Source: an optimization exercise on an open RTL-to-GDS flow (aim: small area, a short achievable clock period and few clock cycles). Production flows keep margins and buffers that such runs may drop. Only simulation tests tie the RTL to the original design; equivalence was not proved. Power is estimated from default activity; no workload was simulated.

<file path="standard.sh">
#!/bin/bash
# synth_recipe.tcl (not shown) runs the flow's synth.tcl, then flattens the netlist and writes it again
# the make line also repeats each setting of config.mk as NAME=value (left out here)
make -C /OpenROAD-flow-scripts/flow DESIGN_CONFIG=/design/flow/config.mk WORK_HOME=/design/flow/orfs CLKGATE_MAP_FILE= SYNTH_SCRIPT=/design/flow/synth_recipe.tcl "${@:-finish}"
</file>
<file path="config.mk">
export PLATFORM = sky130hd
export DESIGN_NAME = CPU
export DESIGN_NICKNAME = CPU
export VERILOG_FILES = /design/flow/design.v
export SDC_FILE = /design/flow/constraint.sdc
export NUM_CORES = 8
export LEC_CHECK = 0
export CAP_MARGIN = 20
export CORE_MARGIN = 2
export CORE_UTILIZATION = 60
export CTS_BUF_LIST = sky130_fd_sc_hd__clkbuf_16
export CTS_CLUSTER_DIAMETER = 60
export CTS_CLUSTER_SIZE = 30
export SLEW_MARGIN = 20
export SYNTH_HIERARCHICAL = 1
</file>
<file path="flow/run.sh">
#!/bin/bash
# Layout flow: the standard synthesis, then the ORFS flow with
#  - combinational cells reset to drive strength 1 before floorplanning,
#  - timing repair aimed at a tighter setup target (SETUP_SLACK_MARGIN),
#  - port buffers of a plain buffer cell.
# Each tool's log goes to the ORFS logs folder; make's output to *.log here.
set -e
F=$(pwd)/flow
bash standard.sh synth > synth.log 2>&1
bash standard.sh PRE_FLOORPLAN_TCL=$F/downsize.tcl \
  SETUP_SLACK_MARGIN=6.8 TNS_END_PERCENT=100 \
  "BUFFER_PORTS_ARGS=-buffer_cell sky130_fd_sc_hd__buf_2" \
  finish > layout.log 2>&1
</file>
<file path="flow/downsize.tcl">
# Before floorplanning: put every combinational logic cell at its smallest
# drive strength; timing repair later sizes up the cells that need it.
set db [ord::get_db]
set n 0
foreach inst [[ord::get_db_block] getInsts] {
  set m [[$inst getMaster] getName]
  if {![regexp {^sky130_fd_sc_hd__([a-z0-9]+)_([0-9]+)$} $m -> base sz]} { continue }
  if {$sz <= 1} { continue }
  if {[regexp {^(df|edf|sdf|dl|buf|inv|clk|conb|tap|fill|decap|diode|bufbuf|bufinv|probe|lpflow|macro)} $base]} { continue }
  set new [$db findMaster sky130_fd_sc_hd__${base}_1]
  if {$new eq "NULL" || $new eq ""} { continue }
  $inst swapMaster $new
  incr n
}
puts "downsize: $n cells set to drive strength 1"
</file>
<file path="constraint.sdc">
create_clock -name core_clock -period 10.5 [get_ports {clk}]
set_input_delay 2.1000 -clock core_clock [delete_from_list [all_inputs] [get_ports {clk}]]
set_output_delay 2.1000 -clock core_clock [all_outputs]
set_load 0.01 [all_outputs]
</file>
<file path="design.v">
module c_a22oi(input a1, input a2, input b1, input b2, output y); assign y = ~((a1 & a2) | (b1 & b2)); endmodule
module c_a221oi(input a1, input a2, input b1, input b2, input c1, output y); assign y = ~((a1 & a2) | (b1 & b2) | c1); endmodule
module c_a21oi(input a1, input a2, input b1, output y); assign y = ~((a1 & a2) | b1); endmodule
module c_o21ai(input a1, input a2, input b1, output y); assign y = ~((a1 | a2) & b1); endmodule
module c_a21o(input a1, input a2, input b1, output y); assign y = (a1 & a2) | b1; endmodule
module c_nand4(input a, input b, input c, input d, output y); assign y = ~(a & b & c & d); endmodule
module c_nand3(input a, input b, input c, output y); assign y = ~(a & b & c); endmodule
module c_and3(input a, input b, input c, output y); assign y = a & b & c; endmodule
module c_nand2(input a, input b, output y); assign y = ~(a & b); endmodule
module c_nor2(input a, input b, output y); assign y = ~(a | b); endmodule
module c_and2(input a, input b, output y); assign y = a & b; endmodule
module c_majn(input a, input bn, input c, output y); assign y = (a & ~bn) | (c & (a | ~bn)); endmodule
module c_andn(input a, input bn, output y); assign y = a & ~bn; endmodule
module c_xnor2(input a, input b, output y); assign y = ~(a ^ b); endmodule
module ks_add(input [31:0] a, input [31:0] bn, input ci, output [31:0] p, output [32:0] cn);
	wire [31:0] g;
	wire [31:0] G0, G1n, P1n, G2, P2, G3n, P3n, G4, P4, G5n;
	genvar i;
	generate for (i = 0; i < 32; i = i + 1) begin : l
		c_xnor2 up0(.a(a[i]), .b(bn[i]), .y(p[i]));           
		c_andn ug0(.a(a[i]), .bn(bn[i]), .y(g[i]));          
		if (i == 0) begin : c0
			c_majn um(.a(a[i]), .bn(bn[i]), .c(ci), .y(G0[i]));    
		end else begin : c1
			assign G0[i] = g[i];
		end
		if (i >= 1) begin : a1
			c_a21oi ug(.a1(p[i]), .a2(G0[i-1]), .b1(G0[i]), .y(G1n[i]));
			c_nand2 up(.a(p[i]), .b(p[i-1]), .y(P1n[i]));
		end else begin : b1
			assign G1n[i] = ~G0[i]; assign P1n[i] = ~p[i];
		end
		if (i >= 2) begin : a2
			c_o21ai ug(.a1(P1n[i]), .a2(G1n[i-2]), .b1(G1n[i]), .y(G2[i]));
			c_nor2 up(.a(P1n[i]), .b(P1n[i-2]), .y(P2[i]));
		end else begin : b2
			assign G2[i] = ~G1n[i]; assign P2[i] = ~P1n[i];
		end
		if (i >= 4) begin : a3
			c_a21oi ug(.a1(P2[i]), .a2(G2[i-4]), .b1(G2[i]), .y(G3n[i]));
			c_nand2 up(.a(P2[i]), .b(P2[i-4]), .y(P3n[i]));
		end else begin : b3
			assign G3n[i] = ~G2[i]; assign P3n[i] = ~P2[i];
		end
		if (i >= 8) begin : a4
			c_o21ai ug(.a1(P3n[i]), .a2(G3n[i-8]), .b1(G3n[i]), .y(G4[i]));
			c_nor2 up(.a(P3n[i]), .b(P3n[i-8]), .y(P4[i]));
		end else begin : b4
			assign G4[i] = ~G3n[i]; assign P4[i] = ~P3n[i];
		end
		if (i >= 16) begin : a5
			c_a21oi ug(.a1(P4[i]), .a2(G4[i-16]), .b1(G4[i]), .y(G5n[i]));
		end else begin : b5
			assign G5n[i] = ~G4[i];
		end
	end endgenerate
	assign cn = {G5n, ~ci};
endmodule
module ex_alu(
	input [31:0] a,
	input [31:0] rt, input [31:0] rtn,
	input [31:0] imm,         
	input pos, input neg,     
	input ci,
	input sel_sum,
	input [31:0] lres,
	output [31:0] res,
	output co
    );
	wire [31:0] bn, p, sum;
	wire [32:0] cn;
	genvar i;
	generate for (i = 0; i < 32; i = i + 1) begin : b
		c_a221oi ub(.a1(rt[i]), .a2(pos), .b1(rtn[i]), .b2(neg), .c1(imm[i]), .y(bn[i]));
	end endgenerate
	ks_add add(.a(a), .bn(bn), .ci(ci), .p(p), .cn(cn));
	generate for (i = 0; i < 32; i = i + 1) begin : s
		wire sbit;
		c_xnor2 ux(.a(p[i]), .b(cn[i]), .y(sbit));
		c_a21o ur(.a1(sbit), .a2(sel_sum), .b1(lres[i]), .y(res[i]));
	end endgenerate
	assign co = ~cn[32];
endmodule
module c_xor2(input a, input b, output y); assign y = a ^ b; endmodule
module c_nor4(input a, input b, input c, input d, output y); assign y = ~(a | b | c | d); endmodule
module eq32(input [31:0] a, input [31:0] b, output eq, output ne);
	wire [31:0] d;
	wire [15:0] z;
	wire [3:0] n;
	wire [1:0] m;
	genvar i;
	generate for (i = 0; i < 32; i = i + 1) begin : x
		c_xor2 u(.a(a[i]), .b(b[i]), .y(d[i]));
	end
	for (i = 0; i < 16; i = i + 1) begin : z2
		c_nor2 u(.a(d[2*i]), .b(d[2*i+1]), .y(z[i]));
	end
	for (i = 0; i < 4; i = i + 1) begin : n4
		c_nand4 u(.a(z[4*i]), .b(z[4*i+1]), .c(z[4*i+2]), .d(z[4*i+3]), .y(n[i]));
	end endgenerate
	c_nor2 um0(.a(n[0]), .b(n[1]), .y(m[0]));
	c_nor2 um1(.a(n[2]), .b(n[3]), .y(m[1]));
	c_and2 ue(.a(m[0]), .b(m[1]), .y(eq));
	c_nand2 un(.a(m[0]), .b(m[1]), .y(ne));
endmodule
module gtz32(input [31:0] a, output gt, output le);
	wire [15:0] z;
	wire [3:0] n;
	wire [1:0] m;
	genvar i;
	generate for (i = 0; i < 16; i = i + 1) begin : z2
		if (i == 15) begin : top
			c_inv u(.a(a[30]), .y(z[i]));
		end else begin : lo
			c_nor2 u(.a(a[2*i]), .b(a[2*i+1]), .y(z[i]));
		end
	end
	for (i = 0; i < 4; i = i + 1) begin : n4
		c_nand4 u(.a(z[4*i]), .b(z[4*i+1]), .c(z[4*i+2]), .d(z[4*i+3]), .y(n[i]));
	end endgenerate
	c_nor2 um0(.a(n[0]), .b(n[1]), .y(m[0]));
	c_nor2 um1(.a(n[2]), .b(n[3]), .y(m[1]));
	c_a21oi ug(.a1(m[0]), .a2(m[1]), .b1(a[31]), .y(gt));
	assign le = ~gt;
endmodule
module c_inv(input a, output y); assign y = ~a; endmodule
module c_mux2i(input a0, input a1, input s, output y); assign y = ~(s ? a1 : a0); endmodule
module c_a222oi(input a1, input a2, input b1, input b2, input c1, input c2, output y); assign y = ~((a1 & a2) | (b1 & b2) | (c1 & c2)); endmodule
module ks10(input [9:0] a, input [9:0] b, output [9:0] s);
	wire [9:0] p, g, G0, G1n, P1n, G2, P2, G3n, P3n, G4;
	genvar i;
	generate for (i = 0; i < 10; i = i + 1) begin : l
		c_xor2 up0(.a(a[i]), .b(b[i]), .y(p[i]));
		if (i == 0) begin : c0
			assign G0[i] = a[i] | b[i];       
		end else begin : c1
			c_and2 ug0(.a(a[i]), .b(b[i]), .y(g[i]));
			assign G0[i] = g[i];
		end
		if (i >= 1) begin : a1
			c_a21oi ug(.a1(p[i]), .a2(G0[i-1]), .b1(G0[i]), .y(G1n[i]));
			c_nand2 up(.a(p[i]), .b(p[i-1]), .y(P1n[i]));
		end else begin : b1
			assign G1n[i] = ~G0[i]; assign P1n[i] = ~p[i];
		end
		if (i >= 2) begin : a2
			c_o21ai ug(.a1(P1n[i]), .a2(G1n[i-2]), .b1(G1n[i]), .y(G2[i]));
			c_nor2 up(.a(P1n[i]), .b(P1n[i-2]), .y(P2[i]));
		end else begin : b2
			assign G2[i] = ~G1n[i]; assign P2[i] = ~P1n[i];
		end
		if (i >= 4) begin : a3
			c_a21oi ug(.a1(P2[i]), .a2(G2[i-4]), .b1(G2[i]), .y(G3n[i]));
			c_nand2 up(.a(P2[i]), .b(P2[i-4]), .y(P3n[i]));
		end else begin : b3
			assign G3n[i] = ~G2[i]; assign P3n[i] = ~P2[i];
		end
		if (i >= 8) begin : a4
			c_o21ai ug(.a1(P3n[i]), .a2(G3n[i-8]), .b1(G3n[i]), .y(G4[i]));
		end else begin : b4
			assign G4[i] = ~G3n[i];
		end
	end endgenerate
	assign s = p ^ {G4[8:0], 1'b1};
endmodule
module rd_tree(
	input [31:1] sel,
	input fsel,
	input [31:0] fwd,
	input [32*31-1:0] regs,    
	output [31:0] h0,          
	output [31:0] h1
    );
	genvar b, k;
	generate for (b = 0; b < 32; b = b + 1) begin : bt
		wire [31:0] d, s;
		wire [15:0] l1;
		wire [3:0] l2;
		assign d[0] = fwd[b];
		assign s[0] = fsel;
		for (k = 1; k < 32; k = k + 1) begin : t
			assign d[k] = regs[32*(k-1) + b];
			assign s[k] = sel[k];
		end
		for (k = 0; k < 16; k = k + 1) begin : a
			c_a22oi u(.a1(d[2*k]), .a2(s[2*k]), .b1(d[2*k+1]), .b2(s[2*k+1]), .y(l1[k]));
		end
		for (k = 0; k < 4; k = k + 1) begin : n
			c_nand4 u(.a(l1[4*k]), .b(l1[4*k+1]), .c(l1[4*k+2]), .d(l1[4*k+3]), .y(l2[k]));
		end
		c_nor2 o0(.a(l2[0]), .b(l2[1]), .y(h0[b]));
		c_nor2 o1(.a(l2[2]), .b(l2[3]), .y(h1[b]));
	end endgenerate
endmodule
module rd_port_a(
	input [31:1] sel, input fsel, input [31:0] fwd,
	input lsel, input [31:0] ld,
	input [32*31-1:0] regs,
	output [31:0] q,           
	output [31:0] q0           
    );
	wire [31:0] h0, h1;
	rd_tree t(.sel(sel), .fsel(fsel), .fwd(fwd), .regs(regs), .h0(h0), .h1(h1));
	genvar b;
	generate for (b = 0; b < 32; b = b + 1) begin : bt
		wire lt;
		c_nand2 ol(.a(lsel), .b(ld[b]), .y(lt));
		c_nand3 oq(.a(h0[b]), .b(h1[b]), .c(lt), .y(q[b]));
		c_nand2 o0(.a(h0[b]), .b(h1[b]), .y(q0[b]));
	end endgenerate
endmodule
module rd_port_b(
	input [31:1] sel, input fsel, input [31:0] fwd,
	input [32*31-1:0] regs,
	output [31:0] q,
	output [31:0] qn
    );
	wire [31:0] h0, h1;
	rd_tree t(.sel(sel), .fsel(fsel), .fwd(fwd), .regs(regs), .h0(h0), .h1(h1));
	genvar b;
	generate for (b = 0; b < 32; b = b + 1) begin : bt
		c_nand2 oq(.a(h0[b]), .b(h1[b]), .y(q[b]));
		c_and2 on(.a(h0[b]), .b(h1[b]), .y(qn[b]));
	end endgenerate
endmodule
module CPU(
	input clk,
	input rst,
	output [31:0]imem_addr,
	input [31:0]imem_rdata,
	output [31:0]dmem_addr,
	output [31:0]dmem_wdata,
	output dmem_we,
	input [31:0]dmem_rdata
    );
	reg [9:0] pc;                  
	reg        id_valid;           
	reg        id_vn;              
	reg        rp;                 
	reg [9:0]  rpc;
	reg [1:0]  id_bix;             
	reg [1:0]  bht [0:3];          
	reg        up_v, up_t;         
	reg [1:0]  up_ix;
	reg [31:1] id_rsa, id_rsb;     
	reg        id_fwa, id_fwb;     
	reg        id_fla;             
	reg [15:0] id_imm;             
	reg        id_pos, id_neg;     
	reg        id_ci;              
	reg        id_sum;             
	reg        id_and, id_or, id_slt, id_sltw;
	reg        id_lw, id_sw;
	reg        id_rq, id_rn, id_rg, id_rl;    
	reg        id_wr;              
	reg [4:0]  id_dest;
	reg [9:0]  id_alt;             
	reg [31:0] mem_res;            
	reg [31:0] mem_sd;             
	reg        mem_we, mem_wb, mem_ld;
	reg [4:0]  mem_dest;
	reg [31:0] rf [1:31];
	wire bht_p = bht[pc[1:0]][1];
	wire [31:0] ins = imem_rdata;
	wire [5:0] op = ins[31:26];
	wire [5:0] fn = ins[5:0];
	wire [4:0] f_rs = ins[25:21];
	wire [4:0] f_rt = ins[20:16];
	wire [4:0] f_rd = ins[15:11];
	wire f_r0   = (op == 6'h00);
	wire f_add  = f_r0 & (fn == 6'h20);
	wire f_sub  = f_r0 & (fn == 6'h22);
	wire f_and  = f_r0 & (fn == 6'h24);
	wire f_or   = f_r0 & (fn == 6'h25);
	wire f_slt  = f_r0 & (fn == 6'h2a);
	wire f_rtype = f_add | f_sub | f_and | f_or | f_slt;
	wire f_addi = (op == 6'h08);
	wire f_lw   = (op == 6'h23);
	wire f_sw   = (op == 6'h2b);
	wire f_beq  = (op == 6'h04);
	wire f_bgtz = (op == 6'h07);
	wire f_j    = (op == 6'h02);
	wire f_imm  = f_addi | f_lw | f_sw;
	wire f_pt   = (f_beq | f_bgtz) & bht_p;    
	wire [4:0] f_dest = f_rtype ? f_rd : f_rt;
	wire f_wr = (f_rtype | f_addi | f_lw) & (f_dest != 5'd0);
	wire [9:0] pc1  = pc + 10'd1;
	wire [9:0] btgt;
	ks10 uadd(.a(pc), .b(ins[9:0]), .s(btgt));
	wire [9:0] alt  = f_pt ? pc1 : btgt;
	wire s_j = f_j & ~rp & ~rst;
	wire s_t = f_pt & ~rp & ~rst;
	wire s_s = ((~f_j & ~f_pt) | rp) & ~rst;
	wire [9:0] pcs = rp ? rpc : pc1;
	wire [9:0] predn;
	wire [9:0] altn = ~(id_alt & {10{~rst}});
	wire [9:0] pc_d;
	genvar gp;
	generate for (gp = 0; gp < 10; gp = gp + 1) begin : npc
		c_a222oi up(.a1(ins[gp]), .a2(s_j), .b1(btgt[gp]), .b2(s_t), .c1(pcs[gp]), .c2(s_s), .y(predn[gp]));
		c_mux2i um(.a0(predn[gp]), .a1(altn[gp]), .s(redirect), .y(pc_d[gp]));
	end endgenerate
	wire ex_fire = id_valid;
	wire [32*31-1:0] regs;
	genvar gi;
	generate for (gi = 1; gi < 32; gi = gi + 1) begin : rfw
		assign regs[32*(gi-1) +: 32] = rf[gi];
	end endgenerate
	wire [31:0] ra, ra0, rt, rtn;
	rd_port_a porta(.sel(id_rsa), .fsel(id_fwa), .fwd(mem_res), .lsel(id_fla), .ld(dmem_rdata), .regs(regs), .q(ra), .q0(ra0));
	rd_port_b portb(.sel(id_rsb), .fsel(id_fwb), .fwd(mem_res), .regs(regs), .q(rt), .qn(rtn));
	wire co;
	wire [31:0] lres = ({32{id_and}} & (ra & rt)) |
	                   ({32{id_or}}  & (ra | rt)) |
	                   {31'd0, (id_slt & ~co) | (id_sltw & co)};
	wire [31:0] res;
	ex_alu alu(.a(ra), .rt(rt), .rtn(rtn), .imm({{16{id_imm[15]}}, id_imm}),
	           .pos(id_pos), .neg(id_neg), .ci(id_ci), .sel_sum(id_sum),
	           .lres(lres), .res(res), .co(co));
	wire eq, ne, gtz, lez;
	eq32 ueq(.a(ra0), .b(rt), .eq(eq), .ne(ne));
	gtz32 ugt(.a(ra0), .gt(gtz), .le(lez));
	wire x1, x2, redirect;
	c_a22oi ur1(.a1(id_rq), .a2(eq), .b1(id_rn), .b2(ne), .y(x1));
	c_a22oi ur2(.a1(id_rg), .a2(gtz), .b1(id_rl), .b2(lez), .y(x2));
	c_a21oi ur3(.a1(x1), .a2(x2), .b1(id_vn), .y(redirect));
	wire taken = ((id_rq | id_rn) & eq) | ((id_rg | id_rl) & gtz);
	wire ex_br = id_valid & (id_rq | id_rn | id_rg | id_rl);
	wire ex_wr = ex_fire & id_wr;
	wire m_rs = ex_wr & (f_rs == id_dest);
	wire m_rt = ex_wr & (f_rt == id_dest);
	wire l_rs = m_rs & id_lw;
	wire l_rt = m_rt & id_lw;
	wire f_comm = f_add | f_and | f_or | f_slt;    
	wire n_stall = ((f_beq | f_bgtz) & l_rs) | ((f_beq | f_sw) & l_rt) |
	               (f_rtype & l_rt & (~f_comm | l_rs));
	wire swap = f_comm & l_rt & ~l_rs;
	wire [4:0] ea = swap ? f_rt : f_rs;
	wire [4:0] eb = swap ? f_rs : f_rt;
	wire ma = swap ? m_rt : m_rs;
	wire mb = swap ? m_rs : m_rt;
	wire n_valid = ~rst & ~redirect & ~n_stall & ~rp;
	integer k;
	always @(posedge clk) begin
		pc <= pc_d;
		id_valid <= n_valid;
		id_vn <= ~n_valid;
		rp <= ~rst & n_stall & ~redirect;
		rpc <= pc;
		id_bix <= pc[1:0];
		up_v <= ex_br & ~rst;
		up_t <= taken;
		up_ix <= id_bix;
		for (k = 0; k < 4; k = k + 1)
			if (rst) bht[k] <= 2'b01;
			else if (up_v && up_ix == k) begin
				if (up_t && bht[k] != 2'b11) bht[k] <= bht[k] + 2'd1;
				else if (!up_t && bht[k] != 2'b00) bht[k] <= bht[k] - 2'd1;
			end
	end
	always @(posedge clk) begin
		for (k = 1; k < 32; k = k + 1) begin
			id_rsa[k] <= (ea == k) & ~ma;
			id_rsb[k] <= (eb == k) & ~mb;
		end
		id_fwa <= ma & ~id_lw;
		id_fwb <= mb & ~id_lw;
		id_fla <= ma & id_lw;
		id_imm <= f_imm ? ins[15:0] : 16'd0;
		id_pos <= f_add;
		id_neg <= f_sub | f_slt;
		id_ci  <= f_sub | (f_slt & ~swap);
		id_sum <= f_add | f_sub | f_imm;
		id_and <= f_and;
		id_or  <= f_or;
		id_slt <= f_slt & ~swap;
		id_sltw <= f_slt & swap;
		id_lw <= f_lw;
		id_sw <= f_sw;
		id_rq <= f_beq & ~f_pt;
		id_rn <= f_beq & f_pt;
		id_rg <= f_bgtz & ~f_pt;
		id_rl <= f_bgtz & f_pt;
		id_wr <= f_wr;
		id_dest <= f_dest;
		id_alt <= alt;
	end
	always @(posedge clk) begin
		if (rst) begin
			mem_we <= 1'b0;
			mem_wb <= 1'b0;
		end else begin
			mem_we <= ex_fire & id_sw;
			mem_wb <= ex_fire & id_wr;
		end
		mem_ld <= id_lw;
		mem_dest <= id_dest;
		mem_res <= res;
		mem_sd <= rt;
	end
	assign imem_addr  = {20'd0, pc, 2'b00};
	assign dmem_addr  = mem_res;
	assign dmem_wdata = mem_sd;
	assign dmem_we    = mem_we;
	wire [31:0] wd = mem_ld ? dmem_rdata : mem_res;
	always @(posedge clk)
		if (mem_wb) rf[mem_dest] <= wd;
endmodule
</file>
==> results of run 1 <==
## layer usage
metal	GRT usage, %	wire, um	up-vias
met4	24.90	12880	4
met3	12.15	28030	663
li1	-	-	17050
met2	61.59	82940	3756
met5	0.2706	35	-
met1	55.80	68170	20020
## stage by stage
| stage | utilization [%] | hold slack [ns] | std cells |
|---|---|---|---|
| floorplan | - | 0.3272 | 4033 |
| global placement | 64.23 | 0.3339 | 5352 |
| detailed placement | 64.23 | 0.3381 | 5352 |
| CTS | 68.49 | 0.3583 | 5503 |
| global route | 69.49 | 0.3604 | 5514 |
| finish | 69.50 | 0.3581 | 5516 |
## how the worst max path moves through the flow
stage	end	slack, ns	cells past startpoint
after floorplan	mem_res[0]$_DFF_P_	6.75	12
after global placement	mem_res[0]$_DFF_P_	5.82	13
after detailed placement	mem_res[0]$_DFF_P_	5.87	13
after CTS	mem_res[0]$_DFF_P_	6.70	13
after global routing	mem_res[0]$_DFF_P_	6.65	16
final	mem_res[0]$_DFF_P_	6.69	16
## state kept, by name, summed over array words and instances (netlist names), 2 cells and up
name / count
up_ix: 2
rf: 992
id_rsb: 31
rpc: 9
pc: 10
id_imm: 16
mem_sd: 32
mem_dest: 5
mem_res: 32
id_rsa: 31
id_alt: 10
id_dest: 5
bht: 8
## repair_timing
action | CTS | global route
endpoints found under the setup margin | 42 | 80
pin swaps | 6 | 35
gates resized for setup | 149 | 165
buffers inserted | 2 | 10
## final cells by class
cell class	count	area (um2)
repair buffers	260	1765
flip-flops and latches	1210	34160
clock inverters	63	848.3
clock buffers	86	2152
inverters	34	127.6
multi-input cells	2717	18960
diodes	2	5.005
fillers	5958	26090
well taps	1144	1431
## power groups by stage
stage               logic (mW)  clock network (mW)  registers, mW
floorplan                0.369                   0           5.35
global placement         0.663                   0           5.34
detailed placement       0.669                   0           5.34
CTS                      0.699                3.58           5.23
global route             0.807                3.74           5.24
finish                   0.778                3.58           5.23
==> results.sh, run 1 <==
export IMPL_hp_start="rpc[1]$_DFF_P_"
export IMPL_grt_ovfl_total=0
export IMPL_num_vias=41480
export IMPL_hold_viol=0
export IMPL_num_rows=107
export IMPL_status="timing/DRC/antenna clean"
export IMPL_insertion_delay_ns=0.68
export IMPL_power_density_nw_per_um2=161.3
export IMPL_cts_htree_levels=3
export IMPL_place_congestion=1.001
export IMPL_pwr_share_clk_pct=37.3
export IMPL_whs_path_depth=0
export IMPL_drv_cap=0
export IMPL_p_leak_nw=19.75
export IMPL_layout_nets=4374
export IMPL_grt_start_max_net_pins=34
export IMPL_startpoint_type="flip-flop"
export IMPL_power_total_mw=9.588
export IMPL_path_delay_family="compound AO/OA/AOI/OAI gates"
export IMPL_first_pass_iters=8
export IMPL_drive_gt1_share_pct=15.88
export IMPL_crit_path_max_fanout=32
export IMPL_fin_tns_setup_ns=0
export IMPL_dp_hpwl_um=113100
export IMPL_clkSlewWorstSetupHoldPaths_ns=0.10
export IMPL_routedWlPerCell_um=34.82
export IMPL_worst_r2r_path_depth=16
export IMPL_intPower_mw=7.120
export IMPL_critPathRequiredTime_ns=11.07
export IMPL_cts_sinks=1210
export IMPL_ys_warn_count=8
export IMPL_coreArea_um2=85550
export IMPL_criticalPathCategory="reg2reg"
export IMPL_dr_first_iter_drc_count=6986
export IMPL_final_common_cell="a22oi_1"
export IMPL_critPathBufInv=2
export IMPL_cp_end_kind="flip-flop"
export IMPL_placement_io_buffers=140
export IMPL_route_detailed_drc=0
export IMPL_rsz0062_at_grt="true"
export IMPL_setup_ws_ns=6.689
export IMPL_cts_buffers=81
export IMPL_crit_chain="buf_6 -> a22oi_1 -> nand4_1 -> nor2_1 -> nand2_1 -> a221oi_2 -> nor2b_1 -> a21oi_1 -> o21ai_1 -> a21oi_2 -> o21ai_1 -> a21oi_2 -> inv_1 -> mux2i_1 -> nand3_1 -> a21o_1"
export IMPL_finalClockSkew_ns=0.03908
export IMPL_reg2reg_from="id_fwb$_DFF_P_"
export IMPL_placed_cell_area_um2=54950
export IMPL_wirelength_um=192100
export IMPL_worst_slew_pin_slew_ns=1.408
export IMPL_ant_nets=0
export IMPL_cp_arrival_ns=4.38
export IMPL_r2r_slack_ns=6.69
export IMPL_die_h_um=298.3
export IMPL_clockBufferDepth=3
export IMPL_power_switching_mw=2.468
export IMPL_critical_path_max_stage_delay_ns=0.43
export IMPL_grt_pass1_wl_um=267200
export IMPL_ir_drop_uv=189.4
export IMPL_start_util_pct=60.74
export IMPL_maxSlewViolCount=0
export IMPL_via_per_inst=7.520
export IMPL_place_ws_ns=5.868
export IMPL_holdCritPathClass="reg2reg"
export IMPL_crit_start="id_fwb$_DFF_P_"
export IMPL_die_w_um=298.3
export IMPL_hold_buffers=0
export IMPL_p_sw_share_pct=25.74
export IMPL_grt_antenna_before_repair=6
export IMPL_die_area_um2=88980
export IMPL_cp_slowest_cell="a221oi_2"
export IMPL_fin_area_um2=59450
export IMPL_num_io_pins=163
export IMPL_setup_viol=0
export IMPL_min_period_over_period_pct=36.30
export IMPL_p_seq_share_pct=54.6
export IMPL_timing_rr_end="mem_res[0]$_DFF_P_"
export IMPL_netlist_instances=4012
export IMPL_mostFrequentLayoutCells="a22oi_1, edfxtp_1, nand4_1"
export IMPL_maxSlewHeadroom_pct=6.024
export IMPL_grt_pass1_vias=39160
export IMPL_post_route_min_period_ns=3.811
export IMPL_p_comb_share_pct=8.1
export IMPL_cts_root_buf="clkbuf_16"
export IMPL_grt_usage_pct=41.98
export IMPL_whs_endpoint="up_ix[1]$_DFF_P_"
export IMPL_cts_tree="built"
export IMPL_fmax_ghz=0.2624
Testbench counts, summed over its fixed seeds: cycles 30,486.
==> run 2, diff against run 1 <==
--- a/flow/run.sh
+++ b/flow/run.sh
@@ -8,6 +8,6 @@
 F=$(pwd)/flow
 bash standard.sh synth > synth.log 2>&1
 bash standard.sh PRE_FLOORPLAN_TCL=$F/downsize.tcl \
-  SETUP_SLACK_MARGIN=6.8 TNS_END_PERCENT=100 \
+  SETUP_SLACK_MARGIN=7 TNS_END_PERCENT=100 \
   "BUFFER_PORTS_ARGS=-buffer_cell sky130_fd_sc_hd__buf_2" \
   finish > layout.log 2>&1
--- a/config.mk
+++ b/config.mk
@@ -7,7 +7,7 @@
 export LEC_CHECK = 0
 export CAP_MARGIN = 20
 export CORE_MARGIN = 2
-export CORE_UTILIZATION = 60
+export CORE_UTILIZATION = 70
 export CTS_BUF_LIST = sky130_fd_sc_hd__clkbuf_16
 export CTS_CLUSTER_DIAMETER = 60
 export CTS_CLUSTER_SIZE = 30
==> results.sh, run 2 <==
export IMPL_hold_viol=0
export IMPL_setup_ws_ns=6.797
export IMPL_post_route_min_period_ns=3.703
export IMPL_timing_rr_end="mem_res[0]$_DFF_P_"
export IMPL_grt_ovfl_total=0
export IMPL_min_period_over_period_pct=35.27
export IMPL_start_util_pct=70.98
export IMPL_whs_path_depth=0
export IMPL_largest_reg_flops=992
export IMPL_coreArea_um2=73210
export IMPL_reg2reg_from="id_rsb[20]$_DFF_P_"
export IMPL_finalClockSkew_ns=0.05579
export IMPL_p_leak_nw=19.83
export IMPL_routedWlPerCell_um=35.35
export IMPL_power_density_nw_per_um2=155.1
export IMPL_place_congestion=1.052
export IMPL_fmax_ghz=0.2701
export IMPL_die_area_um2=76430
export IMPL_crit_path_max_fanout=26
export IMPL_drive_gt1_share_pct=17.54
export IMPL_mostFrequentLayoutCells="a22oi_1, edfxtp_1, nand4_1"
export IMPL_cts_sinks=1210
export IMPL_biggestRegsByFlops="rf (992), mem_res (32), mem_sd (32)"
export IMPL_cp_end_kind="flip-flop"
export IMPL_setup_viol=0
export IMPL_via_per_inst=8.133
export IMPL_placement_io_buffers=140
export IMPL_clockBufferDepth=3
export IMPL_ys_warn_count=8
export IMPL_maxSlewHeadroom_pct=19.57
export IMPL_cp_arrival_ns=4.25
export IMPL_grt_pass1_wl_um=263900
export IMPL_first_pass_iters=11
export IMPL_fin_tns_setup_ns=0
export IMPL_worst_slew_pin_slew_ns=1.206
export IMPL_holdCritPathClass="reg2reg"
export IMPL_wirelength_um=188000
export IMPL_grt_start_max_net_pins=34
export IMPL_grt_antenna_before_repair=0
export IMPL_cts_htree_levels=3
export IMPL_status="timing/DRC/antenna clean"
export IMPL_startpoint_type="flip-flop"
export IMPL_rsz0062_at_grt="true"
export IMPL_die_h_um=276.5
export IMPL_final_common_cell="a22oi_1"
export IMPL_critPathRequiredTime_ns=11.05
export IMPL_worst_r2r_path_depth=16
export IMPL_netlist_instances=4012
export IMPL_grt_usage_pct=47.53
export IMPL_hp_start="id_bix[0]$_DFF_P_"
export IMPL_num_io_pins=163
export IMPL_layout_nets=4372
export IMPL_maxSlewViolCount=0
export IMPL_num_rows=99
export IMPL_die_w_um=276.5
export IMPL_insertion_delay_ns=0.67
export IMPL_route_detailed_drc=0
export IMPL_dp_hpwl_um=109000
export IMPL_cts_root_buf="clkbuf_16"
export IMPL_grt_pass1_vias=41260
export IMPL_ir_drop_uv=206.8
export IMPL_whs_endpoint="up_ix[0]$_DFF_P_"
export IMPL_clkSlewWorstSetupHoldPaths_ns=0.10
export IMPL_ant_nets=0
export IMPL_cts_tree="built"
export IMPL_regMostFlops="rf"
export IMPL_dr_first_iter_drc_count=9380
export IMPL_r2r_slack_ns=6.80
export IMPL_criticalPathCategory="reg2reg"
export IMPL_cts_buffers=68
export IMPL_num_vias=43250
export IMPL_drv_cap=0
export IMPL_place_ws_ns=5.944
## run 2: cell types whose count changed in the layout (fill, tap and decap cells not counted), sizes merged
cell and change:
clkbuf -15, buf +11, inv -8, clkinv -4, clkinvlp +2, bufinv +1
## run 2: per-layer routing
metal	up-vias	wire [um]	share of wire, %	track usage, %
met2	4903	79140	42	68.22
met5	-	0	0	0.4378
met3	1043	32720	17	15.94
li1	17050	-	-	-
met4	0	15800	8.4	32.14
met1	20260	60300	32	61.83
## run 2: critical path: stages, from the launching register on
cell and delay (ns):
dfxtp_2 0.39, buf_8 0.21, a22oi_1 0.23, nand4_1 0.27, nor2_4 0.29, nand2_2 0.17
a221oi_4 0.38, xnor2_2 0.17, a21oi_2 0.20, o21ai_1 0.14, a21oi_1 0.19, o21ai_1 0.14
a21oi_2 0.24, inv_1 0.10, mux2i_1 0.16, nand3_1 0.10, a21o_1 0.17
## run 2: worst max-delay path by stage
stage	start	endpoint	slack, ns	cells past startpoint
5_1_grt	dmem_rdata[10]	mem_res[0]$_DFF_P_	6.77	13
4_1_cts	id_rsb[22]$_DFF_P_	mem_res[0]$_DFF_P_	6.90	16
6_report	id_rsb[20]$_DFF_P_	mem_res[0]$_DFF_P_	6.80	16
3_5_place_dp	dmem_rdata[0]	mem_res[0]$_DFF_P_	5.94	13
3_3_place_gp	dmem_rdata[0]	mem_res[0]$_DFF_P_	6.00	13
2_1_floorplan	dmem_rdata[0]	mem_res[0]$_DFF_P_	6.75	12
## run 2: area by class of cell
class | instances | area [um2]
Antenna cell | 2 | 5.005
Tap cell | 959 | 1200
Clock buffer | 71 | 1777
Timing Repair Buffer | 271 | 1879
Clock inverter | 54 | 753.2
Sequential cell | 1210 | 34170
Multi-Input combinational cell | 2717 | 19700
Fill cell | 4048 | 13590
Inverter | 34 | 127.6
## run 2: power breakdown
group | internal, mW | leakage, nW | switching, mW
Sequential | 5.19 | 11.2 | 0.0386
Combinational | 0.251 | 7.46 | 0.569
Clock | 1.45 | 1.22 | 1.74
Total | 6.89 | 19.8 | 2.35
## run 2: repair_timing
item | in CTS | in global routing
hold buffers | 0 | 0
setup buffers | 6 | 17
setup endpoints to repair | 96 | 45
pin swaps | 17 | 56
gates resized for setup | 189 | 222
gates cloned | 0 | 1
## run 2: per-stage QoR
stage	cells	instance area (um2)	power (mW)	util [%]	hold WS, ns
2_1_floorplan	4033	52570	5.744	-	0.3272
3_3_place_gp	5167	55080	5.996	75.24	0.3330
3_5_place_dp	5167	55090	6.008	75.25	0.3393
4_1_cts	5298	58510	9.119	79.93	0.3566
5_1_grt	5316	59610	9.426	81.43	0.3605
6_report	5318	59620	9.244	81.44	0.3555
==> run 3, diff against run 2 <==
--- a/config.mk
+++ b/config.mk
@@ -7,9 +7,10 @@
 export LEC_CHECK = 0
 export CAP_MARGIN = 20
 export CORE_MARGIN = 2
-export CORE_UTILIZATION = 70
+export CORE_UTILIZATION = 55
 export CTS_BUF_LIST = sky130_fd_sc_hd__clkbuf_16
 export CTS_CLUSTER_DIAMETER = 60
 export CTS_CLUSTER_SIZE = 30
+export GPL_ROUTABILITY_DRIVEN = 0
 export SLEW_MARGIN = 20
 export SYNTH_HIERARCHICAL = 1
==> results.sh, run 3 <==
export IMPL_status="timing/DRC/antenna clean"
export IMPL_startpoint_type="flip-flop"
export IMPL_drv_cap=0
export IMPL_num_vias=41350
export IMPL_final_common_cell="a22oi_1"
export IMPL_first_pass_iters=8
export IMPL_cts_tree="built"
export IMPL_dr_first_iter_drc_count=7464
export IMPL_coreArea_um2=93470
export IMPL_worst_r2r_path_depth=15
export IMPL_ant_nets=0
export IMPL_die_area_um2=96960
export IMPL_placement_io_buffers=140
export IMPL_insertion_delay_ns=0.71
export IMPL_critical_path_max_stage_delay_ns=0.43
export IMPL_clkSlewWorstSetupHoldPaths_ns=0.08
export IMPL_maxSlewHeadroom_pct=19.86
export IMPL_grt_start_max_net_pins=34
export IMPL_fin_tns_setup_ns=0
export IMPL_netlist_instances=4012
export IMPL_clockBufferDepth=3
export IMPL_num_rows=112
export IMPL_critPathBufInv=2
export IMPL_maxSlewViolCount=0
export IMPL_ir_drop_uv=155.5
export IMPL_power_density_nw_per_um2=162.0
export IMPL_post_route_util_pct=65.13
export IMPL_path_delay_family="simple AND/OR/NAND/NOR gates"
export IMPL_biggestRegsByFlops="rf (992), mem_res (32), mem_sd (32)"
export IMPL_largest_reg_flops=992
export IMPL_rsz0062_at_grt="true"
export IMPL_num_io_pins=163
export IMPL_cts_htree_levels=3
export IMPL_criticalPathCategory="reg2reg"
export IMPL_fmax_ghz=0.2770
export IMPL_grt_pass1_vias=38900
export IMPL_grt_pass1_wl_um=269800
export IMPL_die_h_um=311.4
export IMPL_diodes=0
export IMPL_cts_buffers=90
export IMPL_hold_viol=0
export IMPL_routedWlPerCell_um=34.33
export IMPL_route_detailed_drc=0
export IMPL_post_route_min_period_ns=3.610
export IMPL_p_leak_nw=20.29
export IMPL_crit_chain="buf_4 -> a22oi_1 -> nand4_1 -> nor2_1 -> nand2_1 -> xor2_1 -> nor2_1 -> nand4_1 -> nor2_4 -> nand2_1 -> a22oi_1 -> a21oi_2 -> buf_4 -> nor3_2 -> o211ai_1"
export IMPL_via_per_inst=7.301
export IMPL_regMostFlops="rf"
export IMPL_worst_slew_pin_slew_ns=1.202
export IMPL_critPathRequiredTime_ns=11.04
export IMPL_min_period_over_period_pct=34.38
export IMPL_crit_path_max_fanout=32
export IMPL_start_util_pct=55.60
export IMPL_drive_gt1_share_pct=19.14
export IMPL_cp_end_kind="flip-flop"
export IMPL_cts_root_buf="clkbuf_16"
export IMPL_finalClockSkew_ns=0.03951
export IMPL_holdCritPathClass="reg2reg"
export IMPL_layout_nets=4402
export IMPL_dp_hpwl_um=110600
export IMPL_cp_depth=15
export IMPL_cts_sinks=1210
export IMPL_ys_warn_count=8
export IMPL_cp_slowest_cell="nor2_1"
export IMPL_cp_arrival_ns=4.15
export IMPL_whs_path_depth=0
export IMPL_grt_usage_pct=38.64
export IMPL_mostFrequentLayoutCells="a22oi_1, edfxtp_1, nand4_1"
export IMPL_setup_viol=0
export IMPL_worst_hold_slack_ns=0.3540
export IMPL_grt_ovfl_total=0
export IMPL_grt_antenna_before_repair=3
export IMPL_die_w_um=311.4
export IMPL_wirelength_um=194400
run 3: cell count changes in the layout (fill, tap and decap cells not counted), moves of 9 or more:
cell / previous run / this run
buf_6: 32 / 18
dfxtp_2: 16 / 45
buf_4: 91 / 100
dfxtp_1: 202 / 170
clkbuf_16: 71 / 92
inv_6: 8 / 18
run 3: area by class of cell:
| class | instances | area (um2) |
|---|---|---|
| Sequential cell | 1210 | 34220 |
| Fill cell | 7056 | 32590 |
| Multi-Input combinational cell | 2717 | 19660 |
| Clock buffer | 92 | 2302 |
| Timing Repair Buffer | 279 | 2027 |
| Tap cell | 1254 | 1569 |
| Clock inverter | 78 | 967.2 |
| Inverter | 34 | 127.6 |
run 3: path summary, 6_finish.rpt:
| check | slack (ns) | to | from |
|---|---|---|---|
| setup / recovery | 6.89 | id_vn$_DFF_P_ | id_rsa[30]$_DFF_P_ |
| hold / removal | 0.35 | up_ix[1]$_DFF_P_ | rpc[1]$_DFF_P_ |
| setup reg to reg | 6.89 | id_vn$_DFF_P_ | id_rsa[30]$_DFF_P_ |
| hold reg to reg | 0.35 | up_ix[1]$_DFF_P_ | rpc[1]$_DFF_P_ |
run 3: metal layers:
metal | up-vias | GRT usage, % | routed length [um] | share of wire [%]
met1 | 20260 | 52.72 | 72310 | 37
met5 | - | 0 | 10 | 0.0051
met4 | 2 | 22.71 | 13060 | 6.7
met3 | 579 | 10.38 | 26390 | 14
met2 | 3376 | 55.71 | 82660 | 43
li1 | 17140 | - | - | -
run 3: repair_timing:
item,CTS,global route
buffers inserted,6,27
setup endpoints to repair,84,101
pin swaps,21,55
hold buffers,0,0
gates resized for setup,212,198
run 3: stage by stage:
step / instances / worst slack [ns] / power [mW] / cell area (um2)
2_1_floorplan: 4033 / 6.753 / 5.744 / 52570
3_3_place_gp: 5459 / 6.119 / 6.026 / 55460
3_5_place_dp: 5459 / 6.114 / 6.030 / 55460
4_1_cts: 5635 / 6.978 / 9.789 / 59710
5_1_grt: 5664 / 6.898 / 10.09 / 60880
6_report: 5664 / 6.890 / 9.860 / 60880
run 3: power by group:
part / total [mW] / internal, mW / switching, mW / leakage [nW]
Combinational: 0.825 / 0.255 / 0.570 / 7.52
Sequential: 5.23 / 5.19 / 0.0376 / 11.2
Clock: 3.81 / 1.84 / 1.97 / 1.60
Total: 9.86 / 7.28 / 2.58 / 20.3
==> run 4, diff against run 3 <==
--- a/config.mk
+++ b/config.mk
@@ -7,7 +7,7 @@
 export LEC_CHECK = 0
 export CAP_MARGIN = 20
 export CORE_MARGIN = 2
-export CORE_UTILIZATION = 55
+export CORE_UTILIZATION = 65
 export CTS_BUF_LIST = sky130_fd_sc_hd__clkbuf_16
 export CTS_CLUSTER_DIAMETER = 60
 export CTS_CLUSTER_SIZE = 30
==> results.sh, run 4 <==
export IMPL_via_per_inst=7.804
export IMPL_critPathRequiredTime_ns=11.06
export IMPL_biggestRegsByFlops="rf (992), mem_res (32), mem_sd (32)"
export IMPL_wirelength_um=186800
export IMPL_worst_slew_pin_slew_ns=1.508
export IMPL_fillers=5124
export IMPL_routedWlPerCell_um=34.51
export IMPL_cp_arrival_ns=4.17
export IMPL_holdCritPathClass="reg2reg"
export IMPL_dr_first_iter_drc_count=8505
export IMPL_setup_ws_ns=6.897
export IMPL_route_detailed_drc=0
export IMPL_clkSlewWorstSetupHoldPaths_ns=0.09
export IMPL_diodes=0
export IMPL_coreArea_um2=79130
export IMPL_num_io_pins=163
export IMPL_status="finished with violations"
export IMPL_grt_ovfl_total=0
export IMPL_die_w_um=286.7
export IMPL_hold_buffers=0
export IMPL_cp_end_kind="flip-flop"
export IMPL_ant_nets=0
export IMPL_fin_tns_setup_ns=0
export IMPL_p_comb_share_pct=8.5
export IMPL_hold_viol=0
export IMPL_first_pass_iters=7
export IMPL_grt_pass1_wl_um=261500
export IMPL_die_h_um=286.7
export IMPL_clockBufferDepth=3
export IMPL_mostFrequentLayoutCells="a22oi_1, edfxtp_1, nand4_1"
export IMPL_placement_io_buffers=140
export IMPL_p_seq_share_pct=55.9
export IMPL_intPower_mw=6.980
export IMPL_netlist_instances=4012
export IMPL_p_leak_nw=19.86
export IMPL_crit_path_max_fanout=4
export IMPL_rsz0062_at_grt="true"
export IMPL_startpoint_type="input pin"
export IMPL_cts_sinks=1210
export IMPL_p_sw_share_pct=25.47
export IMPL_ys_warn_count=8
export IMPL_drive_gt1_share_pct=16.62
export IMPL_cts_root_buf="clkbuf_16"
export IMPL_grt_antenna_before_repair=2
export IMPL_cts_buffers=73
export IMPL_min_period_over_period_pct=34.31
export IMPL_start_util_pct=65.67
export IMPL_ir_drop_uv=176.0
export IMPL_criticalPathCategory="in2reg"
export IMPL_largest_reg_flops=992
export IMPL_layout_nets=4373
export IMPL_worst_hold_slack_ns=0.3506
export IMPL_post_route_min_period_ns=3.603
export IMPL_regMostFlops="rf"
export IMPL_insertion_delay_ns=0.67
export IMPL_drv_cap=1
export IMPL_grt_pass1_vias=39820
export IMPL_power_total_mw=9.365
export IMPL_die_area_um2=82220
export IMPL_grt_usage_pct=44.31
export IMPL_failed_checks="capacitance limit, slew limit"
export IMPL_fmax_ghz=0.2776
export IMPL_num_vias=42240
export IMPL_maxSlewViolCount=18
export IMPL_maxSlewHeadroom_pct=-0.6881
export IMPL_grt_start_max_net_pins=34
export IMPL_final_common_cell="a22oi_1"
export IMPL_num_rows=103
export IMPL_pwr_share_clk_pct=35.6
export IMPL_dp_hpwl_um=105300
export IMPL_cts_htree_levels=3
export IMPL_cts_tree="built"
export IMPL_power_switching_mw=2.386
export IMPL_finalClockSkew_ns=0.04714
export IMPL_place_ws_ns=6.144
export IMPL_power_density_nw_per_um2=157.1
export IMPL_setup_viol=0
==> run 4: cell types whose count changed in the layout (fill, tap and decap cells not counted), sizes merged <==
| cell | previous run | this run |
|---|---|---|
| clkbuf | 93 | 76 |
| clkinv | 32 | 15 |
| buf | 278 | 267 |
| inv | 74 | 68 |
| clkinvlp | 2 | 5 |
==> run 4: worst paths after layout <==
path,startpoint,end,slack [ns],cells after the start
max reg2reg,id_rsb[24]$_DFF_P_,mem_res[18]$_DFF_P_,6.91,14
max,dmem_rdata[23],mem_res[0]$_DFF_P_,6.90,13
min reg2reg,rpc[1]$_DFF_P_,up_ix[1]$_DFF_P_,0.35,0
min,rpc[1]$_DFF_P_,up_ix[1]$_DFF_P_,0.35,0
==> run 4: metrics by stage <==
step / cells / cell area (um2) / utilization, %
after global routing: 5412 / 59610 / 75.33
after detailed placement: 5258 / 55200 / 69.76
final: 5412 / 59610 / 75.33
after CTS: 5392 / 58580 / 74.04
after floorplan: 4033 / 52570 / -
after global placement: 5258 / 55200 / 69.76
==> run 4: worst max-delay path, stage by stage <==
cell and delay, ns:
buf_2 0.11, nand2_1 0.05, nand3_1 0.24, xnor2_2 0.34
nand2_1 0.19, o21ai_2 0.21, a21oi_1 0.09, o21ai_1 0.20
a21oi_2 0.07, inv_1 0.12, mux2i_1 0.20, nand3_1 0.09
a21o_1 0.16
==> run 4: cell type report <==
type | count | area (um2) | area share, %
sequential | 1210 | 34180 | 57.35
multi-input combinational | 2717 | 19440 | 32.62
clock buffer | 76 | 1902 | 3.191
timing repair buffer | 267 | 1877 | 3.149
tap | 1050 | 1314 | 2.204
clock inverter | 58 | 763.2 | 1.280
inverter | 34 | 127.6 | 0.2141
==> run 4: routing by layer <==
layer,GRT usage [%],share of wire [%],vias to the layer above
met5,0,0.011,-
met4,26.30,7.4,4
met3,15.13,17,788
met2,63.88,42,4295
met1,58.63,33,20080
li1,-,-,17070
==> run 4: power groups by stage <==
stage / sequential, mW / combinational, mW / clock, mW
4_1_cts: 5.23 / 0.709 / 3.33
6_report: 5.23 / 0.798 / 3.33
3_3_place_gp: 5.34 / 0.668 / 0
5_1_grt: 5.24 / 0.824 / 3.49
3_5_place_dp: 5.34 / 0.674 / 0
2_1_floorplan: 5.35 / 0.390 / 0
==> run 4: timing repair <==
item	4_1_cts	5_1_grt
setup endpoints to repair	66	96
gates cloned	0	1
gates resized for setup	168	199
pin swaps	8	53
setup buffers	0	19
==> run 5, diff against run 4 <==
--- a/config.mk
+++ b/config.mk
@@ -7,7 +7,7 @@
 export LEC_CHECK = 0
 export CAP_MARGIN = 20
 export CORE_MARGIN = 2
-export CORE_UTILIZATION = 65
+export CORE_UTILIZATION = 60
 export CTS_BUF_LIST = sky130_fd_sc_hd__clkbuf_16
 export CTS_CLUSTER_DIAMETER = 60
 export CTS_CLUSTER_SIZE = 30
==> results.sh, run 5 <==
export IMPL_num_io_pins=163
export IMPL_insertion_delay_ns=0.71
export IMPL_layout_nets=4394
export IMPL_final_common_cell="a22oi_1"
export IMPL_startpoint_type="flip-flop"
export IMPL_wirelength_um=191000
export IMPL_grt_antenna_before_repair=4
export IMPL_crit_path_max_fanout=16
export IMPL_via_per_inst=7.569
export IMPL_instances_no_fill=5536
export IMPL_fin_tns_setup_ns=0
export IMPL_ir_drop_uv=160.3
export IMPL_num_rows=107
export IMPL_grt_usage_pct=41.60
export IMPL_seq_area_um2=34200
export IMPL_mostFrequentLayoutCells="a22oi_1, edfxtp_1, nand4_1"
export IMPL_critical_path_max_stage_delay_ns=0.40
export IMPL_routedWlPerCell_um=34.50
export IMPL_power_total_mw=9.550
export IMPL_grt_pass1_vias=39360
export IMPL_hold_viol=0
export IMPL_p_leak_nw=20.06
export IMPL_setup_viol=0
export IMPL_ant_nets=0
export IMPL_power_density_nw_per_um2=158.7
export IMPL_whs_path_depth=0
export IMPL_place_inst=5353
export IMPL_holdCritPathClass="reg2reg"
export IMPL_finalClockSkew_ns=0.03834
export IMPL_clockBufferDepth=3
export IMPL_crit_chain="buf_12 -> a22oi_1 -> nand4_1 -> nor2_4 -> nand2_2 -> a221oi_4 -> nor2b_1 -> a21oi_1 -> o21ai_1 -> a21oi_1 -> o21ai_1 -> a21oi_2 -> xnor2_1 -> a21o_1"
export IMPL_setup_ws_ns=6.916
export IMPL_placement_io_buffers=140
export IMPL_regMostFlops="rf"
export IMPL_criticalPathCategory="reg2reg"
export IMPL_start_util_pct=60.74
export IMPL_post_route_min_period_ns=3.584
export IMPL_cts_buffers=80
export IMPL_largest_reg_flops=992
export IMPL_cts_htree_levels=3
export IMPL_first_pass_iters=9
export IMPL_post_route_util_pct=70.36
export IMPL_rsz0062_at_grt="true"
export IMPL_drive_gt1_share_pct=18.15
export IMPL_num_vias=41900
export IMPL_cp_end_kind="flip-flop"
export IMPL_route_detailed_drc=0
export IMPL_cts_sinks=1210
export IMPL_r2r_slack_ns=6.92
export IMPL_crit_start="id_rsb[18]$_DFF_P_"
export IMPL_multi_input_area_um2=19490
export IMPL_clkSlewWorstSetupHoldPaths_ns=0.09
export IMPL_status="timing/DRC/antenna clean"
export IMPL_critPathBufInv=1
export IMPL_drv_cap=0
export IMPL_maxSlewViolCount=0
export IMPL_dp_hpwl_um=108600
export IMPL_cts_tree="built"
export IMPL_cp_slowest_cell="dfxtp_4"
export IMPL_timing_rr_end="mem_res[21]$_DFF_P_"
export IMPL_fillers=5879
export IMPL_fmax_ghz=0.2790
export IMPL_cts_root_buf="clkbuf_16"
export IMPL_worst_slew_pin_slew_ns=1.274
export IMPL_worst_r2r_path_depth=14
export IMPL_cp_arrival_ns=4.16
export IMPL_grt_start_max_net_pins=34
export IMPL_path_delay_family="compound AO/OA/AOI/OAI gates"
export IMPL_critPathRequiredTime_ns=11.07
export IMPL_crit_path_end="mem_res[21]$_DFF_P_"
export IMPL_diodes=0
export IMPL_biggestRegsByFlops="rf (992), mem_res (32), mem_sd (32)"
export IMPL_dr_first_iter_drc_count=7221
export IMPL_ys_warn_count=8
export IMPL_reg2reg_from="id_rsb[18]$_DFF_P_"
export IMPL_min_period_over_period_pct=34.14
export IMPL_die_area_um2=88980
export IMPL_die_w_um=298.3
export IMPL_grt_ovfl_total=0
export IMPL_hold_buffers=0
export IMPL_coreArea_um2=85550
export IMPL_netlist_instances=4012
export IMPL_maxSlewHeadroom_pct=15.04
export IMPL_grt_pass1_wl_um=266400
export IMPL_die_h_um=298.3
export IMPL_place_ws_ns=6.208
export IMPL_cp_depth=14
-- run 5: where the power goes --
part           leakage, nW  total [mW]  switching (mW)  internal [mW]
clock network         1.41        3.51            1.89           1.62
logic                 7.49       0.813           0.561          0.251
registers             11.2        5.23          0.0417           5.19
-- run 5: worst reg2reg max path: stages (launching register included) --
cell	delay (ns)
dfxtp_4	0.40
buf_12	0.19
a22oi_1	0.23
nand4_1	0.27
nor2_4	0.32
nand2_2	0.16
a221oi_4	0.39
nor2b_1	0.13
a21oi_1	0.26
o21ai_1	0.17
a21oi_1	0.22
o21ai_1	0.11
a21oi_2	0.22
xnor2_1	0.15
a21o_1	0.23
-- run 5: what timing repair did --
action                                  4_1_cts  5_1_grt
hold endpoints to repair                      0        0
gates cloned                                  0        2
endpoints found under the setup margin       60       56
resized for setup                           185      213
pin swaps                                    12       62
buffers inserted                             12       18
-- run 5: per-layer routing --
layer | track usage [%] | wire (um) | vias to the layer above
li1 | - | - | 17120
met1 | 55.26 | 67970 | 20260
met2 | 59.72 | 80890 | 3797
met3 | 12.58 | 28010 | 721
met4 | 26.67 | 14020 | 4
met5 | 0.1623 | 95 | -
-- run 5: per-stage QoR --
stage	area (um2)	hold slack, ns
after floorplan	52570	0.3272
after global routing	60190	0.3475
after CTS	59100	0.3481
after detailed placement	55340	0.3356
final	60190	0.3448
after global placement	55340	0.3363
-- run 5: worst min path at each step --
stage / from / end
global route: rpc[1]$_DFF_P_ / up_ix[1]$_DFF_P_
CTS: rpc[1]$_DFF_P_ / up_ix[1]$_DFF_P_
finish: rpc[1]$_DFF_P_ / up_ix[1]$_DFF_P_
floorplan: rpc[1]$_DFF_P_ / up_ix[1]$_DFF_P_
detailed placement: id_bix[0]$_DFF_P_ / up_ix[0]$_DFF_P_
global placement: id_bix[0]$_DFF_P_ / up_ix[0]$_DFF_P_
-- run 5: final cells by class --
class	instances	share of cell area [%]
inverter	34	0.2120
sequential	1210	56.82
tap	1144	2.378
clock inverter	69	1.386
multi-input combinational	2717	32.38
timing repair buffer	281	3.451
clock buffer	81	3.367
==> run 6, diff against run 5 <==
--- a/config.mk
+++ b/config.mk
@@ -10,7 +10,7 @@
 export CORE_UTILIZATION = 60
 export CTS_BUF_LIST = sky130_fd_sc_hd__clkbuf_16
 export CTS_CLUSTER_DIAMETER = 60
-export CTS_CLUSTER_SIZE = 30
+export CTS_CLUSTER_SIZE = 34
 export GPL_ROUTABILITY_DRIVEN = 0
 export SLEW_MARGIN = 20
 export SYNTH_HIERARCHICAL = 1
==> results.sh, run 6 <==
export IMPL_multi_input_area_um2=19490
export IMPL_worst_slew_pin_slew_ns=1.274
export IMPL_cts_htree_levels=3
export IMPL_ys_warn_count=8
export IMPL_start_util_pct=60.74
export IMPL_power_total_mw=9.550
export IMPL_post_route_min_period_ns=3.584
export IMPL_grt_pass1_wl_um=266400
export IMPL_criticalPathCategory="reg2reg"
export IMPL_seq_area_um2=34200
export IMPL_drive_gt1_share_pct=18.15
export IMPL_cts_sinks=1210
export IMPL_wirelength_um=191000
export IMPL_num_vias=41900
export IMPL_coreArea_um2=85550
export IMPL_insertion_delay_ns=0.71
export IMPL_ant_nets=0
export IMPL_grt_usage_pct=41.60
export IMPL_mostFrequentLayoutCells="a22oi_1, edfxtp_1, nand4_1"
export IMPL_final_common_cell="a22oi_1"
export IMPL_grt_start_max_net_pins=34
export IMPL_routedWlPerCell_um=34.50
export IMPL_p_leak_nw=20.06
export IMPL_layout_nets=4394
export IMPL_cts_buffers=80
export IMPL_cp_arrival_ns=4.16
export IMPL_critPathRequiredTime_ns=11.07
export IMPL_dr_first_iter_drc_count=7221
export IMPL_finalClockSkew_ns=0.03834
export IMPL_fin_tns_setup_ns=0
export IMPL_cp_end_kind="flip-flop"
export IMPL_largest_reg_flops=992
export IMPL_startpoint_type="flip-flop"
export IMPL_clkSlewWorstSetupHoldPaths_ns=0.09
export IMPL_fin_area_um2=60190
export IMPL_die_h_um=298.3
export IMPL_holdCritPathClass="reg2reg"
export IMPL_maxSlewHeadroom_pct=15.04
export IMPL_clockBufferDepth=3
export IMPL_ir_drop_uv=160.3
export IMPL_die_w_um=298.3
export IMPL_die_area_um2=88980
export IMPL_route_detailed_drc=0
export IMPL_first_pass_iters=9
export IMPL_power_density_nw_per_um2=158.7
export IMPL_fmax_ghz=0.2790
export IMPL_setup_viol=0
export IMPL_maxSlewViolCount=0
export IMPL_netlist_instances=4012
export IMPL_drv_cap=0
export IMPL_worst_hold_slack_ns=0.3448
export IMPL_status="timing/DRC/antenna clean"
export IMPL_grt_ovfl_total=0
export IMPL_dp_hpwl_um=108600
export IMPL_crit_path_max_fanout=16
export IMPL_grt_pass1_vias=39360
export IMPL_regMostFlops="rf"
export IMPL_cts_root_buf="clkbuf_16"
export IMPL_hold_buffers=0
export IMPL_min_period_over_period_pct=34.14
export IMPL_grt_antenna_before_repair=4
export IMPL_placed_cell_area_um2=55340
export IMPL_instances_no_fill=5536
export IMPL_diodes=0
export IMPL_num_io_pins=163
export IMPL_cts_tree="built"
export IMPL_fillers=5879
export IMPL_num_rows=107
export IMPL_hold_viol=0
export IMPL_rsz0062_at_grt="true"
export IMPL_place_inst=5353
export IMPL_biggestRegsByFlops="rf (992), mem_res (32), mem_sd (32)"
export IMPL_placement_io_buffers=140
export IMPL_via_per_inst=7.569
==> run 6: cell counts in the layout (fill, tap and decap cells not counted) <==
Identical to the previous run, type by type.
==> run 6: per-stage QoR <==
step,setup WS [ns],util (%)
6_report,6.916,70.36
5_1_grt,6.843,70.36
4_1_cts,6.923,69.09
3_5_place_dp,6.208,64.69
3_3_place_gp,6.184,64.69
2_1_floorplan,6.753,-
==> run 6: what timing repair did <==
item | 4_1_cts | 5_1_grt
cloned | 0 | 2
endpoints found under the setup margin | 60 | 56
resized for setup | 185 | 213
pin swaps | 12 | 62
setup buffers | 12 | 18
endpoints found under the hold margin | 0 | 0
==> run 6: routing by layer <==
metal / GRT usage (%) / part of all wire, % / vias up
met2: 59.72 / 42 / 3797
li1: - / - / 17120
met1: 55.26 / 36 / 20260
met5: 0.1623 / 0.050 / -
met4: 26.67 / 7.3 / 4
met3: 12.58 / 15 / 721
==> run 6: cell type report <==
cell class / count / area share, %
clock inverter: 69 / 1.386
multi-input combinational: 2717 / 32.38
tap: 1144 / 2.378
clock buffer: 81 / 3.367
inverter: 34 / 0.2120
sequential: 1210 / 56.82
timing repair buffer: 281 / 3.451
==> run 6: worst paths after layout <==
path / cells after the start / end / slack, ns / from
setup reg to reg: 14 / mem_res[21]$_DFF_P_ / 6.92 / id_rsb[18]$_DFF_P_
setup / recovery: 14 / mem_res[21]$_DFF_P_ / 6.92 / id_rsb[18]$_DFF_P_
hold reg to reg: 0 / up_ix[1]$_DFF_P_ / 0.34 / rpc[1]$_DFF_P_
hold / removal: 0 / up_ix[1]$_DFF_P_ / 0.34 / rpc[1]$_DFF_P_
==> run 6: worst max-delay path, cell delays in order, from the launching register on <==
cell      delay (ns)
dfxtp_4         0.40
buf_12          0.19
a22oi_1         0.22
nand4_1         0.27
nor2_4          0.32
nand2_2         0.16
a221oi_4        0.39
nor2b_1         0.13
a21oi_1         0.26
o21ai_1         0.17
a21oi_1         0.22
o21ai_1         0.11
a21oi_2         0.22
xnor2_1         0.15
a21o_1          0.23
==> run 6: where the power goes <==
part           switching (mW)  internal [mW]
registers              0.0417           5.19
logic                   0.561          0.251
clock network            1.89           1.62
total                    2.49           7.06
==> run 7, diff against run 6 <==
--- a/config.mk
+++ b/config.mk
@@ -9,8 +9,7 @@
 export CORE_MARGIN = 2
 export CORE_UTILIZATION = 60
 export CTS_BUF_LIST = sky130_fd_sc_hd__clkbuf_16
-export CTS_CLUSTER_DIAMETER = 60
-export CTS_CLUSTER_SIZE = 34
-export GPL_ROUTABILITY_DRIVEN = 0
+export CTS_CLUSTER_DIAMETER = 45
+export CTS_CLUSTER_SIZE = 25
 export SLEW_MARGIN = 20
 export SYNTH_HIERARCHICAL = 1
==> results.sh, run 7 <==
export IMPL_startpoint_type="flip-flop"
export IMPL_drive_gt1_share_pct=20.06
export IMPL_clkSlewWorstSetupHoldPaths_ns=0.08
export IMPL_ir_drop_uv=169.4
export IMPL_cts_buffers=134
export IMPL_clockBufferDepth=3
export IMPL_die_area_um2=88980
export IMPL_route_detailed_drc=0
export IMPL_crit_chain="buf_6 -> a22oi_1 -> nand4_1 -> nor2_1 -> nand2_4 -> a221oi_4 -> xnor2_2 -> a21oi_2 -> o21ai_1 -> a21oi_1 -> o21ai_1 -> a21oi_2 -> xnor2_1 -> a21o_1"
export IMPL_num_io_pins=163
export IMPL_post_route_min_period_ns=3.615
export IMPL_grt_antenna_before_repair=2
export IMPL_crit_path_max_fanout=32
export IMPL_finalClockSkew_ns=0.02831
export IMPL_die_h_um=298.3
export IMPL_start_util_pct=60.74
export IMPL_grt_usage_pct=42.09
export IMPL_cp_arrival_ns=4.25
export IMPL_dp_hpwl_um=110400
export IMPL_mostFrequentLayoutCells="a22oi_1, edfxtp_1, nand4_1"
export IMPL_num_rows=107
export IMPL_die_w_um=298.3
export IMPL_place_congestion=1.002
export IMPL_fmax_ghz=0.2766
export IMPL_num_vias=42240
export IMPL_grt_pass1_vias=40590
export IMPL_first_pass_iters=9
export IMPL_netlist_instances=4012
export IMPL_cts_tree="built"
export IMPL_diodes=0
export IMPL_cts_htree_levels=4
export IMPL_rsz0062_at_grt="true"
export IMPL_grt_start_max_net_pins=34
export IMPL_critPathBufInv=1
export IMPL_power_total_mw=10.89
export IMPL_grt_ovfl_total=0
export IMPL_ys_warn_count=8
export IMPL_fin_tns_setup_ns=0
export IMPL_cp_end_kind="flip-flop"
export IMPL_critical_path_max_stage_delay_ns=0.41
export IMPL_cp_slowest_cell="a221oi_4"
export IMPL_holdCritPathClass="reg2reg"
export IMPL_maxSlewHeadroom_pct=21.78
export IMPL_routedWlPerCell_um=34.30
export IMPL_path_delay_family="compound AO/OA/AOI/OAI gates"
export IMPL_layout_nets=4438
export IMPL_insertion_delay_ns=0.77
export IMPL_dr_first_iter_drc_count=7638
export IMPL_wirelength_um=192800
export IMPL_biggestRegsByFlops="rf (992), mem_res (32), mem_sd (32)"
export IMPL_criticalPathCategory="reg2reg"
export IMPL_drv_cap=0
export IMPL_grt_pass1_wl_um=269800
export IMPL_critPathRequiredTime_ns=11.13
export IMPL_setup_viol=0
export IMPL_via_per_inst=7.515
export IMPL_coreArea_um2=85550
export IMPL_ant_nets=0
export IMPL_min_period_over_period_pct=34.43
export IMPL_cts_sinks=1210
export IMPL_maxSlewViolCount=0
export IMPL_power_density_nw_per_um2=175.3
export IMPL_largest_reg_flops=992
export IMPL_status="timing/DRC/antenna clean"
export IMPL_placement_io_buffers=140
export IMPL_regMostFlops="rf"
export IMPL_hold_viol=0
export IMPL_p_leak_nw=20.93
export IMPL_cts_root_buf="clkbuf_16"
export IMPL_final_common_cell="a22oi_1"
export IMPL_worst_slew_pin_slew_ns=1.173
[run 7: power by group]
part | leakage (nW) | total, mW | internal (mW) | switching, mW
logic | 7.46 | 0.812 | 0.248 | 0.564
registers | 11.2 | 5.24 | 5.20 | 0.0390
clock network | 2.31 | 4.85 | 2.74 | 2.10
[run 7: through the flow]
step / instances / setup slack, ns / instance area, um2 / hold slack (ns) / util [%]
after floorplan: 4033 / 6.753 / 52570 / 0.3272 / -
after global placement: 5349 / 5.817 / 55310 / 0.3373 / 64.65
after detailed placement: 5349 / 5.885 / 55310 / 0.3356 / 64.65
after CTS: 5600 / 6.933 / 61010 / 0.3531 / 71.32
after global routing: 5621 / 6.852 / 62130 / 0.3640 / 72.62
final: 5621 / 6.885 / 62130 / 0.3523 / 72.62
[run 7: metal layers]
layer / vias to the layer above / global-route usage, % / part of all wire (%)
met4: 2 / 25.72 / 6.9
met5: - / 0 / 0.0067
met3: 698 / 12.99 / 15
li1: 17260 / - / -
met2: 3846 / 60.66 / 43
met1: 20440 / 56.08 / 35
[run 7: cell type report]
class,instances,area (um2)
Multi-Input combinational cell,2717,19650
Timing Repair Buffer,271,2079
Inverter,34,127.6
Clock buffer,135,3378
Tap cell,1144,1431
Clock inverter,110,1240
Fill cell,5649,23420
Sequential cell,1210,34220
[run 7: worst paths after layout]
kind         cells after the start              start                   to  slack, ns
max                             14  id_rsb[8]$_DFF_P_  mem_res[17]$_DFF_P_       6.89
min                              0  id_bix[0]$_DFF_P_     up_ix[0]$_DFF_P_       0.35
max reg2reg                     14  id_rsb[8]$_DFF_P_  mem_res[17]$_DFF_P_       6.89
min reg2reg                      0  id_bix[0]$_DFF_P_     up_ix[0]$_DFF_P_       0.35
[run 7: what timing repair did]
action                                  in CTS  in global routing
pin swaps                                   22                 58
hold buffers                                 0                  0
endpoints found under the setup margin      65                100
endpoints found under the hold margin        0                  0
setup buffers                                6                 18
gates cloned                                 0                  1
resized for setup                          242                219

## what the ideal ports hide
How much do the figures lean on ideal ports? The routed layouts below were timed once more, with nothing changed but the port constraints.
Step 1: set_driving_cell puts a clkbuf_16 on clk and a buf_2 on each other input, an assumption about the parent block.
Step 2 times the ports against the registers' clock, not the clock port: input delays grow and output delays shrink by t, the midpoint of the rising clock arrivals with the driver on.
Three values: ideal, step 1, step 2; two values: the first two.
| run | t (ns) | setup slack, ns | pins driven straight from the clock port |
|---|---|---|---|
| run 1 | 0.730 | 6.689 / 6.689 / 6.092 | 1 |
| run 2 | 0.722 | 6.797 / 6.797 / 6.162 | 1 |
| run 3 | 0.764 | 6.890 / 6.890 / 6.259 | 1 |
| run 4 | 0.720 | 6.897 / 6.910 / 6.225 | 1 |
| run 5 | 0.766 | 6.916 / 6.902 / 6.214 | 1 |
| run 6 | 0.766 | 6.916 / 6.902 / 6.214 | 1 |
| run 7 | 0.825 | 6.885 / 6.885 / 6.157 | 1 |
The setup slack of run 7, which loses most, moves by 0.000 ns with the drivers and by -0.728 ns with both steps.
